Source: an optimization exercise on an open RTL-to-GDS flow (aim: small area and a short achievable clock period). Production flows keep margins and buffers that such runs may drop.
In this exercise RTL edits were held to simulation tests only and were not proved equivalent to the original.
The flow treats the clock pin as an ideal source, which a real chip does not have.
Power and IR drop assume default switching activity.

Setup of job 466:
Design fairArb, start of the top module:
module fairArb (
	input  logic [15:0] bids,
	output logic [15:0] wins,
	input  logic        get_next_win,
	input  logic        clk,
	input  logic        rst
);
For scale: roughly 250 cells after synthesis, roughly 22 flip-flops, roughly 35 I/O pins, ~0.0014 mm² of cells after synthesis.
Settings: LEC_CHECK=0, ABC_AREA=1, CAP_MARGIN=20, CORE_MARGIN=2, CORE_UTILIZATION=40, SLEW_MARGIN=20; clock period 4.0 ns.
standard.sh (not shown) runs the stock make flow with config.mk's settings and CLKGATE_MAP_FILE= SYNTH_SCRIPT=/design/flow/synth_recipe.tcl, a recipe that flattens the netlist after the stock synthesis.
==> flow/flow/run.sh <==
#!/bin/bash
set -euo pipefail
here=$(cd "$(dirname "$0")" && pwd)
source "$here/vars.sh"
bash standard.sh synth > synth.log 2>&1
bash standard.sh "${EXTRA[@]}" PRE_DETAIL_PLACE_TCL="$here/size.tcl" POST_CTS_TCL="$here/size_cts.tcl" ${SIZE_GRT:+POST_GLOBAL_ROUTE_TCL="$here/size_grt.tcl"} finish > layout.log 2>&1
==> flow/flow/size.tcl <==
source $::env(PLATFORM_DIR)/setRC.tcl
set ::size_stage [expr {[info exists ::env(SIZE_STAGE)] ? $::env(SIZE_STAGE) : "place"}]
set ::size_per [get_property [get_clocks core_clock] period]
set ::size_in [delete_from_list [all_inputs] [get_ports clk]]
set ::size_dly [expr {0.2 * $::size_per}]
set ::size_est [expr {$::size_stage eq "grt" ? "-global_routing" : "-placement"}]
if {$::size_stage ne "place"} {
  set_propagated_clock [all_clocks]
} else {
  set ::size_lat [expr {[info exists ::env(SIZE_CLK_LATENCY)] ? $::env(SIZE_CLK_LATENCY) : 0.26}]
  set_input_delay [expr {$::size_dly - $::size_lat}] -clock core_clock $::size_in
  set_output_delay [expr {$::size_dly + $::size_lat}] -clock core_clock [all_outputs]
}
set_dont_use $::env(DONT_USE_CELLS)
estimate_parasitics $::size_est
sta::make_equiv_cells [get_libs *]

# the period is a soft maximum over all endpoints, so that paths close to the
# worst one also count and ties between near-critical paths do not stall it
proc size_obj {} {
  estimate_parasitics $::size_est
  set k $::size_k
  set sum 0.0
  foreach p $::size_eps {
    set d [expr {$::size_per - [get_property $p slack_max]}]
    set sum [expr {$sum + exp($k * ($d - 2.0))}]
  }
  set ps [expr {2.0 + log($sum) / $k}]
  return [expr {log([rsz::design_area]) + log($ps)}]
}
set ::size_k [expr {[info exists ::env(SIZE_K)] ? $::env(SIZE_K) : 25.0}]
set ::size_eps [concat [all_registers -data_pins] [all_outputs]]

set ::size_cands {}
foreach inst [get_cells *] {
  set ref [get_property $inst ref_name]
  set name [get_full_name $inst]
  if {[string match "*tapvpwrvgnd*" $ref] || [string match "*fill*" $ref] || [string match "*conb*" $ref]} { continue }
  if {[string match "clkbuf_*" $name] || [string match "clkload*" $name] || [string match "clkinv*" $name]} { continue }
  # after the clock tree is built, flip-flops keep their size: a larger one
  # loads the clock net more and slows its slew
  if {$::size_stage ne "place" && [string match "*__df*" $ref]} { continue }
  set lc [get_lib_cells $ref]
  set alts {}
  foreach c [sta::find_equiv_cells $lc] {
    set n [get_name $c]
    if {[string match "*lpflow*" $n] || [string match "*probe*" $n]} { continue }
    lappend alts $n
  }
  if {[llength $alts] > 1} { lappend ::size_cands [list $inst $alts] }
}

proc size_state {} {
  set st {}
  foreach c $::size_cands { lappend st [get_property [lindex $c 0] ref_name] }
  return $st
}
proc size_restore {st} {
  foreach c $::size_cands n $st {
    set inst [lindex $c 0]
    if {[get_property $inst ref_name] ne $n} { replace_cell $inst $n }
  }
}
proc size_report {tag obj} {
  puts "size($::size_stage): $tag obj [format %.5f $obj] ws [format %.4f [worst_slack -max]] area [format %.2f [expr {[rsz::design_area]*1e12}]]"
}

proc size_greedy {maxpass} {
  set best [size_obj]
  size_report "greedy start" $best
  for {set pass 0} {$pass < $maxpass} {incr pass} {
    set changed 0
    foreach c $::size_cands {
      lassign $c inst alts
      set cur [get_property $inst ref_name]
      set pick $cur
      foreach n $alts {
        if {$n eq $cur} { continue }
        replace_cell $inst $n
        set o [size_obj]
        if {$o < $best - 1e-7} { set best $o; set pick $n }
      }
      if {[get_property $inst ref_name] ne $pick} { replace_cell $inst $pick }
      if {$pick ne $cur} { incr changed }
    }
    set best [size_obj]
    size_report "pass $pass changed $changed" $best
    if {$changed == 0} { break }
  }
  return $best
}

# keep the slew at every flip-flop clock pin under SIZE_CLK_SLEW (ns) by
# moving the clock buffers that drive slow pins to the next larger size
proc size_clk_slew {} {
  set lim [expr {[info exists ::env(SIZE_CLK_SLEW)] ? $::env(SIZE_CLK_SLEW) : 0.105}]
  for {set it 0} {$it < 6} {incr it} {
    estimate_parasitics $::size_est
    set drivers {}
    set worst 0.0
    foreach pin [all_registers -clock_pins -edge_triggered] {
      foreach e {rise fall} {
        set s [get_property $pin slew_max_$e]
        if {$s > $worst} { set worst $s }
        if {$s > $lim} {
          foreach d [get_pins -of_objects [get_nets -of_objects $pin] -filter "direction==output"] {
            lappend drivers [get_full_name [get_cells -of_objects $d]]
          }
        }
      }
    }
    puts "size(clk): worst clock pin slew $worst"
    if {[llength $drivers] == 0} { return }
    foreach n [lsort -unique $drivers] {
      set inst [get_cells $n]
      set ref [get_property $inst ref_name]
      if {[regexp {^(.*clkbuf_)([0-9]+)$} $ref -> base sz] && $sz < 16} {
        set nsz [expr {$sz * 2}]
        replace_cell $inst $base$nsz
        puts "size(clk): $n $ref -> $base$nsz"
      }
    }
  }
}

set maxpass [expr {[info exists ::env(SIZE_PASSES)] ? $::env(SIZE_PASSES) : 8}]
if {$::size_stage eq "grt"} {
  size_greedy $maxpass
  size_clk_slew
  global_route -start_incremental
  detailed_placement
  global_route -end_incremental
  check_placement -verbose
  estimate_parasitics $::size_est
  write_guides $::env(RESULTS_DIR)/route.guide
  puts "size($::size_stage): legalised ws [worst_slack -max] hold [worst_slack -min]"
} elseif {$::size_stage eq "cts"} {
  size_greedy $maxpass
  size_clk_slew
  detailed_placement
  check_placement -verbose
  estimate_parasitics $::size_est
  puts "size($::size_stage): legalised ws [worst_slack -max] hold [worst_slack -min]"
} else {
  set margins [expr {[info exists ::env(SIZE_MARGINS)] ? $::env(SIZE_MARGINS) : "none"}]
  set start [size_state]
  set best_obj 1e9
  set best_st $start
  foreach m $margins {
    size_restore $start
    estimate_parasitics $::size_est
    if {$m ne "none"} {
      repair_timing -setup -setup_margin $m -sequence "sizeup,swap" -repair_tns 100
    }
    set o [size_greedy $maxpass]
    puts "size($::size_stage): margin $m final obj [format %.5f $o]"
    if {$o < $best_obj} { set best_obj $o; set best_st [size_state] }
  }
  size_restore $best_st
  size_report "chosen" [size_obj]
  set_input_delay $::size_dly -clock core_clock $::size_in
  set_output_delay $::size_dly -clock core_clock [all_outputs]
  estimate_parasitics $::size_est
}
==> flow/flow/size_grt.tcl <==
# third sizing pass, after global routing (see size.tcl)
set ::env(SIZE_STAGE) grt
source [file join [file dirname [info script]] size.tcl]
==> flow/flow/vars.sh <==
EXTRA=(BUFFER_PORTS_ARGS="-buffer_cell sky130_fd_sc_hd__buf_2")
export SIZE_MARGINS="2.0"
export SIZE_CLK_LATENCY=0.28
Other scripts of this flow, unchanged in this note and not shown: flow/flow/size_cts.tcl
Setup changes, job 466 to job 6236
- ABC_AREA: 1 -> unset
==> flow/flow/run.sh <==
#!/bin/bash
set -euo pipefail
here=$(cd "$(dirname "$0")" && pwd)
source "$here/vars.sh"
bash standard.sh synth > synth.log 2>&1
bash standard.sh "${EXTRA[@]}" PRE_DETAIL_PLACE_TCL="$here/size.tcl" POST_CTS_TCL="$here/size_cts.tcl" finish > layout.log 2>&1
--- a/flow/flow/size.tcl
+++ b/flow/flow/size.tcl
@@ -6,2 +6 @@
-set ::size_est [expr {$::size_stage eq "grt" ? "-global_routing" : "-placement"}]
-if {$::size_stage ne "place"} {
+if {$::size_stage eq "cts"} {
@@ -15 +14 @@
-estimate_parasitics $::size_est
+estimate_parasitics -placement
@@ -21 +20 @@
-  estimate_parasitics $::size_est
+  estimate_parasitics -placement
@@ -42 +41 @@
-  if {$::size_stage ne "place" && [string match "*__df*" $ref]} { continue }
+  if {$::size_stage eq "cts" && [string match "*__df*" $ref]} { continue }
@@ -98 +97 @@
-    estimate_parasitics $::size_est
+    estimate_parasitics -placement
@@ -127,11 +126 @@
-if {$::size_stage eq "grt"} {
-  size_greedy $maxpass
-  size_clk_slew
-  global_route -start_incremental
-  detailed_placement
-  global_route -end_incremental
-  check_placement -verbose
-  estimate_parasitics $::size_est
-  write_guides $::env(RESULTS_DIR)/route.guide
-  puts "size($::size_stage): legalised ws [worst_slack -max] hold [worst_slack -min]"
-} elseif {$::size_stage eq "cts"} {
+if {$::size_stage eq "cts"} {
@@ -142 +131 @@
-  estimate_parasitics $::size_est
+  estimate_parasitics -placement
@@ -151 +140 @@
-    estimate_parasitics $::size_est
+    estimate_parasitics -placement
@@ -163 +152 @@
-  estimate_parasitics $::size_est
+  estimate_parasitics -placement
==> flow/flow/vars.sh <==
EXTRA=(BUFFER_PORTS_ARGS="-buffer_cell sky130_fd_sc_hd__buf_2")
removed: flow/flow/size_grt.tcl
## What came out
- Job 6236 vs job 466, beginning of the critical path: bids[3] vs bids[0]
- In job 6236, number of nets produced by synthesis is lower than in job 466.
- Job 6236 ended up with a lower instance count of the mapped netlist than job 466 did.
- The compound-cell area share of the yosys netlist reported for job 6236 is greater than that of job 466 by 20 points.
- In the flow results for job 6236 and job 466, the part of the power in registers is smaller on job 466.
What job 6777 does differently from job 6236 at the input level:
- an added ABC_AREA of 1
==> flow/flow/run.sh <==
#!/bin/bash
set -euo pipefail
here=$(cd "$(dirname "$0")" && pwd)
source "$here/vars.sh"
bash standard.sh synth > synth.log 2>&1
bash standard.sh "${EXTRA[@]}" PRE_DETAIL_PLACE_TCL="$here/size.tcl" POST_CTS_TCL="$here/size_cts.tcl" ${SIZE_GRT:+POST_GLOBAL_ROUTE_TCL="$here/size_grt.tcl"} ${RESTRUCTURE:+POST_FLOORPLAN_TCL="$here/restructure.tcl"} finish > layout.log 2>&1
==> flow/flow/restructure.tcl (new file) <==
set_dont_use $::env(DONT_USE_CELLS)
set rmp_dir [file join $::env(OBJECTS_DIR) rmp]
file mkdir $rmp_dir
set lib [lindex $::env(LIB_FILES) 0]
restructure -target area -liberty_file $lib \
  -tielo_port sky130_fd_sc_hd__conb_1/LO -tiehi_port sky130_fd_sc_hd__conb_1/HI \
  -work_dir $rmp_dir
puts "restructure: [llength [get_cells *]] instances, area [format %.2f [expr {[rsz::design_area]*1e12}]]"
--- a/flow/flow/size.tcl
+++ b/flow/flow/size.tcl
@@ -6 +6,2 @@
-if {$::size_stage eq "cts"} {
+set ::size_est [expr {$::size_stage eq "grt" ? "-global_routing" : "-placement"}]
+if {$::size_stage ne "place"} {
@@ -14 +15 @@
-estimate_parasitics -placement
+estimate_parasitics $::size_est
@@ -20 +21 @@
-  estimate_parasitics -placement
+  estimate_parasitics $::size_est
@@ -41 +42 @@
-  if {$::size_stage eq "cts" && [string match "*__df*" $ref]} { continue }
+  if {$::size_stage ne "place" && [string match "*__df*" $ref]} { continue }
@@ -97 +98 @@
-    estimate_parasitics -placement
+    estimate_parasitics $::size_est
@@ -126 +127,11 @@
-if {$::size_stage eq "cts"} {
+if {$::size_stage eq "grt"} {
+  size_greedy $maxpass
+  size_clk_slew
+  global_route -start_incremental
+  detailed_placement
+  global_route -end_incremental
+  check_placement -verbose
+  estimate_parasitics $::size_est
+  write_guides $::env(RESULTS_DIR)/route.guide
+  puts "size($::size_stage): legalised ws [worst_slack -max] hold [worst_slack -min]"
+} elseif {$::size_stage eq "cts"} {
@@ -131 +142 @@
-  estimate_parasitics -placement
+  estimate_parasitics $::size_est
@@ -140 +151 @@
-    estimate_parasitics -placement
+    estimate_parasitics $::size_est
@@ -142 +153 @@
-      repair_timing -setup -setup_margin $m -sequence "sizeup,swap" -repair_tns 100
+      repair_timing -setup -setup_margin $m -sequence [expr {[info exists ::env(SIZE_REPAIR_SEQ)] ? $::env(SIZE_REPAIR_SEQ) : "sizeup"}] -repair_tns 100
@@ -152 +163 @@
-  estimate_parasitics -placement
+  estimate_parasitics $::size_est
==> flow/flow/size_grt.tcl (new file) <==
# third sizing pass, after global routing (see size.tcl)
set ::env(SIZE_STAGE) grt
source [file join [file dirname [info script]] size.tcl]
--- a/flow/flow/vars.sh
+++ b/flow/flow/vars.sh
@@ -1,0 +2,3 @@
+export SIZE_MARGINS="2.05"
+export SIZE_K=50
+export SIZE_REPAIR_SEQ="sizeup,swap,buffer,clone"
### Flow results
sky130_fd_sc_hd__or4_4 as the slowest cell on the critical path was reported by job 6236, and sky130_fd_sc_hd__nor2_1 by job 6777. Relative to job 6236, highest fanout seen on the critical path has gone down in job 6777. Lower critical path depth among job 6236 and job 6777: job 6236. Post-layout minimum cycle time: job 6777 lower than job 6236. Job 6777 against job 6236; placed cell area is up by more than 10%. Worst setup slack after placement (job 6777 over job 6236): increase, 0.61 ns. Compared with job 6236, job 6777 has extra setup slack. Going from job 6236 to job 6777, final net count went up 111, clock group share of total power went up 7.0 points, combinational fraction of design power went down 0.2 points, post-route met1 wirelength went up 11 µm. The die area reported for job 6777 is greater than that of job 6236 by about 1.7%.
Input-level comparison between job 2226 and job 6777:
--- a/flow/flow/size.tcl
+++ b/flow/flow/size.tcl
@@ -153 +153 @@
-      repair_timing -setup -setup_margin $m -sequence [expr {[info exists ::env(SIZE_REPAIR_SEQ)] ? $::env(SIZE_REPAIR_SEQ) : "sizeup"}] -repair_tns 100
+      repair_timing -setup -setup_margin $m -sequence "sizeup" -repair_tns 100
==> flow/flow/vars.sh <==
EXTRA=(BUFFER_PORTS_ARGS="-buffer_cell sky130_fd_sc_hd__buf_2")
export SIZE_MARGINS="2.0"
export SIZE_K=100
export SIZE_CLK_LATENCY=0.28
### Flow results
- Compared with job 6777, job 2226 shows clock network power that has gone down by more than 10%.
- Going from job 6777 to job 2226, least setup slack across all paths after layout shows a reduction of 0.040 ns, total buffers and inverters traversed by the critical path rose by 2, pre-CTS setup slack moved down, non-clock buffer count shrank by 12.
- Job 2226 vs job 6777: post-detailed-routing wire length down slightly
- Job 6777 -> job 2226: worst hold margin flat
- Job 2226 gives more period utilization than job 6777 did.
- Summary: total power, job 2226 better than job 6777


P:
The RTL this note starts from:
==> flow/design.v <==
module fairArb (
	input  logic [15:0] bids,
	output logic [15:0] wins,
	input  logic        get_next_win,
	input  logic        clk,
	input  logic        rst
);
	logic [3:0]  p;
	logic        a, b;
	logic [15:0] m;       
	logic [15:0] bm;      
	logic [15:0] g;       
	logic [3:0]  pn;      
	always_comb begin
		for (int i = 0; i < 16; i++)
			m[i] = (i[3:0] >= p);
	end
	assign bm = bids & m;
	logic [31:0] dv, dg;
	assign dv = {bids, bm};
	assign dg = dv & (~dv + 32'd1);
	assign g  = dg[15:0] | dg[31:16];
	always_comb begin
		pn = 4'd0;
		for (int i = 0; i < 16; i++)
			if (g[i]) pn = pn | (i[3:0] + 4'd1);
		if (g == 16'd0) pn = 4'd1;
	end
	always_ff @(posedge clk) begin
		if (~rst) begin
			wins <= 16'd0;
			p    <= 4'd0;
			a    <= 1'b0;
			b    <= 1'b0;
		end else begin
			wins <= g;
			a    <= 1'b1;
			b    <= a;
			if ((a & ~b) | (b & get_next_win & (|bids)))
				p <= pn;
		end
	end
endmodule
==> flow/config.mk <==
export PLATFORM = sky130hd
export DESIGN_NAME = fairArb
export DESIGN_NICKNAME = fairArb
export VERILOG_FILES = /design/flow/design.v
export SDC_FILE = /design/flow/constraint.sdc
export NUM_CORES = 4
export LEC_CHECK = 0
export ABC_AREA = 1
export CAP_MARGIN = 20
export CORE_MARGIN = 2
export CORE_UTILIZATION = 40
export SLEW_MARGIN = 20
==> flow/constraint.sdc <==
create_clock -name core_clock -period 4.0 [get_ports {clk}]
set_input_delay 0.8000 -clock core_clock [delete_from_list [all_inputs] [get_ports {clk}]]
set_output_delay 0.8000 -clock core_clock [all_outputs]
set_load 0.01 [all_outputs]
==> flow/flow/run.sh <==
#!/bin/bash
set -euo pipefail
here=$(cd "$(dirname "$0")" && pwd)
source "$here/vars.sh"
bash standard.sh synth > synth.log 2>&1
bash standard.sh "${EXTRA[@]}" PRE_DETAIL_PLACE_TCL="$here/size.tcl" POST_CTS_TCL="$here/size_cts.tcl" finish > layout.log 2>&1
==> flow/flow/size.tcl <==
source $::env(PLATFORM_DIR)/setRC.tcl
set ::size_stage [expr {[info exists ::env(SIZE_STAGE)] ? $::env(SIZE_STAGE) : "place"}]
set ::size_per [get_property [get_clocks core_clock] period]
set ::size_in [delete_from_list [all_inputs] [get_ports clk]]
set ::size_dly [expr {0.2 * $::size_per}]
if {$::size_stage eq "cts"} {
  set_propagated_clock [all_clocks]
} else {
  set ::size_lat [expr {[info exists ::env(SIZE_CLK_LATENCY)] ? $::env(SIZE_CLK_LATENCY) : 0.26}]
  set_input_delay [expr {$::size_dly - $::size_lat}] -clock core_clock $::size_in
  set_output_delay [expr {$::size_dly + $::size_lat}] -clock core_clock [all_outputs]
}
set_dont_use $::env(DONT_USE_CELLS)
estimate_parasitics -placement
sta::make_equiv_cells [get_libs *]

# the period is a soft maximum over all endpoints, so that paths close to the
# worst one also count and ties between near-critical paths do not stall it
proc size_obj {} {
  estimate_parasitics -placement
  set k $::size_k
  set sum 0.0
  foreach p $::size_eps {
    set d [expr {$::size_per - [get_property $p slack_max]}]
    set sum [expr {$sum + exp($k * ($d - 2.0))}]
  }
  set ps [expr {2.0 + log($sum) / $k}]
  return [expr {log([rsz::design_area]) + log($ps)}]
}
set ::size_k [expr {[info exists ::env(SIZE_K)] ? $::env(SIZE_K) : 25.0}]
set ::size_eps [concat [all_registers -data_pins] [all_outputs]]

set ::size_cands {}
foreach inst [get_cells *] {
  set ref [get_property $inst ref_name]
  set name [get_full_name $inst]
  if {[string match "*tapvpwrvgnd*" $ref] || [string match "*fill*" $ref] || [string match "*conb*" $ref]} { continue }
  if {[string match "clkbuf_*" $name] || [string match "clkload*" $name] || [string match "clkinv*" $name]} { continue }
  # after the clock tree is built, flip-flops keep their size: a larger one
  # loads the clock net more and slows its slew
  if {$::size_stage eq "cts" && [string match "*__df*" $ref]} { continue }
  set lc [get_lib_cells $ref]
  set alts {}
  foreach c [sta::find_equiv_cells $lc] {
    set n [get_name $c]
    if {[string match "*lpflow*" $n] || [string match "*probe*" $n]} { continue }
    lappend alts $n
  }
  if {[llength $alts] > 1} { lappend ::size_cands [list $inst $alts] }
}

proc size_state {} {
  set st {}
  foreach c $::size_cands { lappend st [get_property [lindex $c 0] ref_name] }
  return $st
}
proc size_restore {st} {
  foreach c $::size_cands n $st {
    set inst [lindex $c 0]
    if {[get_property $inst ref_name] ne $n} { replace_cell $inst $n }
  }
}
proc size_report {tag obj} {
  puts "size($::size_stage): $tag obj [format %.5f $obj] ws [format %.4f [worst_slack -max]] area [format %.2f [expr {[rsz::design_area]*1e12}]]"
}

proc size_greedy {maxpass} {
  set best [size_obj]
  size_report "greedy start" $best
  for {set pass 0} {$pass < $maxpass} {incr pass} {
    set changed 0
    foreach c $::size_cands {
      lassign $c inst alts
      set cur [get_property $inst ref_name]
      set pick $cur
      foreach n $alts {
        if {$n eq $cur} { continue }
        replace_cell $inst $n
        set o [size_obj]
        if {$o < $best - 1e-7} { set best $o; set pick $n }
      }
      if {[get_property $inst ref_name] ne $pick} { replace_cell $inst $pick }
      if {$pick ne $cur} { incr changed }
    }
    set best [size_obj]
    size_report "pass $pass changed $changed" $best
    if {$changed == 0} { break }
  }
  return $best
}

# keep the slew at every flip-flop clock pin under SIZE_CLK_SLEW (ns) by
# moving the clock buffers that drive slow pins to the next larger size
proc size_clk_slew {} {
  set lim [expr {[info exists ::env(SIZE_CLK_SLEW)] ? $::env(SIZE_CLK_SLEW) : 0.105}]
  for {set it 0} {$it < 6} {incr it} {
    estimate_parasitics -placement
    set drivers {}
    set worst 0.0
    foreach pin [all_registers -clock_pins -edge_triggered] {
      foreach e {rise fall} {
        set s [get_property $pin slew_max_$e]
        if {$s > $worst} { set worst $s }
        if {$s > $lim} {
          foreach d [get_pins -of_objects [get_nets -of_objects $pin] -filter "direction==output"] {
            lappend drivers [get_full_name [get_cells -of_objects $d]]
          }
        }
      }
    }
    puts "size(clk): worst clock pin slew $worst"
    if {[llength $drivers] == 0} { return }
    foreach n [lsort -unique $drivers] {
      set inst [get_cells $n]
      set ref [get_property $inst ref_name]
      if {[regexp {^(.*clkbuf_)([0-9]+)$} $ref -> base sz] && $sz < 16} {
        set nsz [expr {$sz * 2}]
        replace_cell $inst $base$nsz
        puts "size(clk): $n $ref -> $base$nsz"
      }
    }
  }
}

set maxpass [expr {[info exists ::env(SIZE_PASSES)] ? $::env(SIZE_PASSES) : 8}]
if {$::size_stage eq "cts"} {
  size_greedy $maxpass
  size_clk_slew
  detailed_placement
  check_placement -verbose
  estimate_parasitics -placement
  puts "size($::size_stage): legalised ws [worst_slack -max] hold [worst_slack -min]"
} else {
  set margins [expr {[info exists ::env(SIZE_MARGINS)] ? $::env(SIZE_MARGINS) : "none"}]
  set start [size_state]
  set best_obj 1e9
  set best_st $start
  foreach m $margins {
    size_restore $start
    estimate_parasitics -placement
    if {$m ne "none"} {
      repair_timing -setup -setup_margin $m -sequence "sizeup,swap" -repair_tns 100
    }
    set o [size_greedy $maxpass]
    puts "size($::size_stage): margin $m final obj [format %.5f $o]"
    if {$o < $best_obj} { set best_obj $o; set best_st [size_state] }
  }
  size_restore $best_st
  size_report "chosen" [size_obj]
  set_input_delay $::size_dly -clock core_clock $::size_in
  set_output_delay $::size_dly -clock core_clock [all_outputs]
  estimate_parasitics -placement
}
==> flow/flow/vars.sh <==
EXTRA=(BUFFER_PORTS_ARGS="-buffer_cell sky130_fd_sc_hd__buf_2")
export SIZE_MARGINS="2.1"
Other scripts of this flow, unchanged in this note and not shown: flow/flow/size_cts.tcl
### P -> Q
diff --git a/flow/flow/size.tcl b/flow/flow/size.tcl
--- a/flow/flow/size.tcl
+++ b/flow/flow/size.tcl
@@ -37,7 +37,4 @@
   if {[string match "*tapvpwrvgnd*" $ref] || [string match "*fill*" $ref] || [string match "*conb*" $ref]} { continue }
   if {[string match "clkbuf_*" $name] || [string match "clkload*" $name] || [string match "clkinv*" $name]} { continue }
-  # after the clock tree is built, flip-flops keep their size: a larger one
-  # loads the clock net more and slows its slew
-  if {$::size_stage eq "cts" && [string match "*__df*" $ref]} { continue }
   set lc [get_lib_cells $ref]
   set alts {}
@@ -90,41 +87,7 @@
 }
 
-# keep the slew at every flip-flop clock pin under SIZE_CLK_SLEW (ns) by
-# moving the clock buffers that drive slow pins to the next larger size
-proc size_clk_slew {} {
-  set lim [expr {[info exists ::env(SIZE_CLK_SLEW)] ? $::env(SIZE_CLK_SLEW) : 0.105}]
-  for {set it 0} {$it < 6} {incr it} {
-    estimate_parasitics -placement
-    set drivers {}
-    set worst 0.0
-    foreach pin [all_registers -clock_pins -edge_triggered] {
-      foreach e {rise fall} {
-        set s [get_property $pin slew_max_$e]
-        if {$s > $worst} { set worst $s }
-        if {$s > $lim} {
-          foreach d [get_pins -of_objects [get_nets -of_objects $pin] -filter "direction==output"] {
-            lappend drivers [get_full_name [get_cells -of_objects $d]]
-          }
-        }
-      }
-    }
-    puts "size(clk): worst clock pin slew $worst"
-    if {[llength $drivers] == 0} { return }
-    foreach n [lsort -unique $drivers] {
-      set inst [get_cells $n]
-      set ref [get_property $inst ref_name]
-      if {[regexp {^(.*clkbuf_)([0-9]+)$} $ref -> base sz] && $sz < 16} {
-        set nsz [expr {$sz * 2}]
-        replace_cell $inst $base$nsz
-        puts "size(clk): $n $ref -> $base$nsz"
-      }
-    }
-  }
-}
-
 set maxpass [expr {[info exists ::env(SIZE_PASSES)] ? $::env(SIZE_PASSES) : 8}]
 if {$::size_stage eq "cts"} {
   size_greedy $maxpass
-  size_clk_slew
   detailed_placement
   check_placement -verbose
==> flow/flow/vars.sh <==
EXTRA=(BUFFER_PORTS_ARGS="-buffer_cell sky130_fd_sc_hd__buf_2")
export SIZE_MARGINS="none 2.05 2.15 2.25"
==> results.txt <==
- | slew at the pin closest to its max-slew limit | Q vs P | 56 ps lower |
- Part of the power in the clock network ends up lower on P.
- Instance count on the critical path came out exactly the same in P and Q.
- In terms of total routing usage reported by global routing, Q and P differ only marginally.
- Q has less setup slack than P.
- Critical path launch point: bids[9] -> P, bids[6] -> Q

afterwards: timing with drivers on the ports:
The results above use ideal ports. As a check the final layouts listed here were re-extracted and re-timed, cells and wires unchanged.
Step 1 sets driving cells, clkbuf_16 on the clock port and buf_2 on the other inputs (assumed; they add their load-dependent delay and slew).
Step 2 adds t to the input delays and takes it off the output delays; t is the mean of the earliest and latest rising clock arrival at the registers after step 1. Input paths then give back, and output paths get back, about the clock's delay inside the block.
Three values: no drivers, after step 1, after step 2; two values: the first two.
run	t (ns)	setup WS [ns]	worst setup path at the end
job 466	0.308	1.948 / 1.950 / 1.642	input to register
job 6236	0.308	1.427 / 1.429 / 1.120	input to register
job 6777	0.312	1.990 / 1.996 / 1.684	input to register
job 2226	0.321	1.950 / 1.955 / 1.634	input to register
P	0.275	2.055 / 2.055 / 1.780	input to register
Q	0.284	1.998 / 1.997 / 1.713	input to register
After both steps every run listed still meets setup and hold. For job 2226, which loses most, drivers alone change the setup slack by +0.005 ns; drivers and shift together by -0.316 ns.
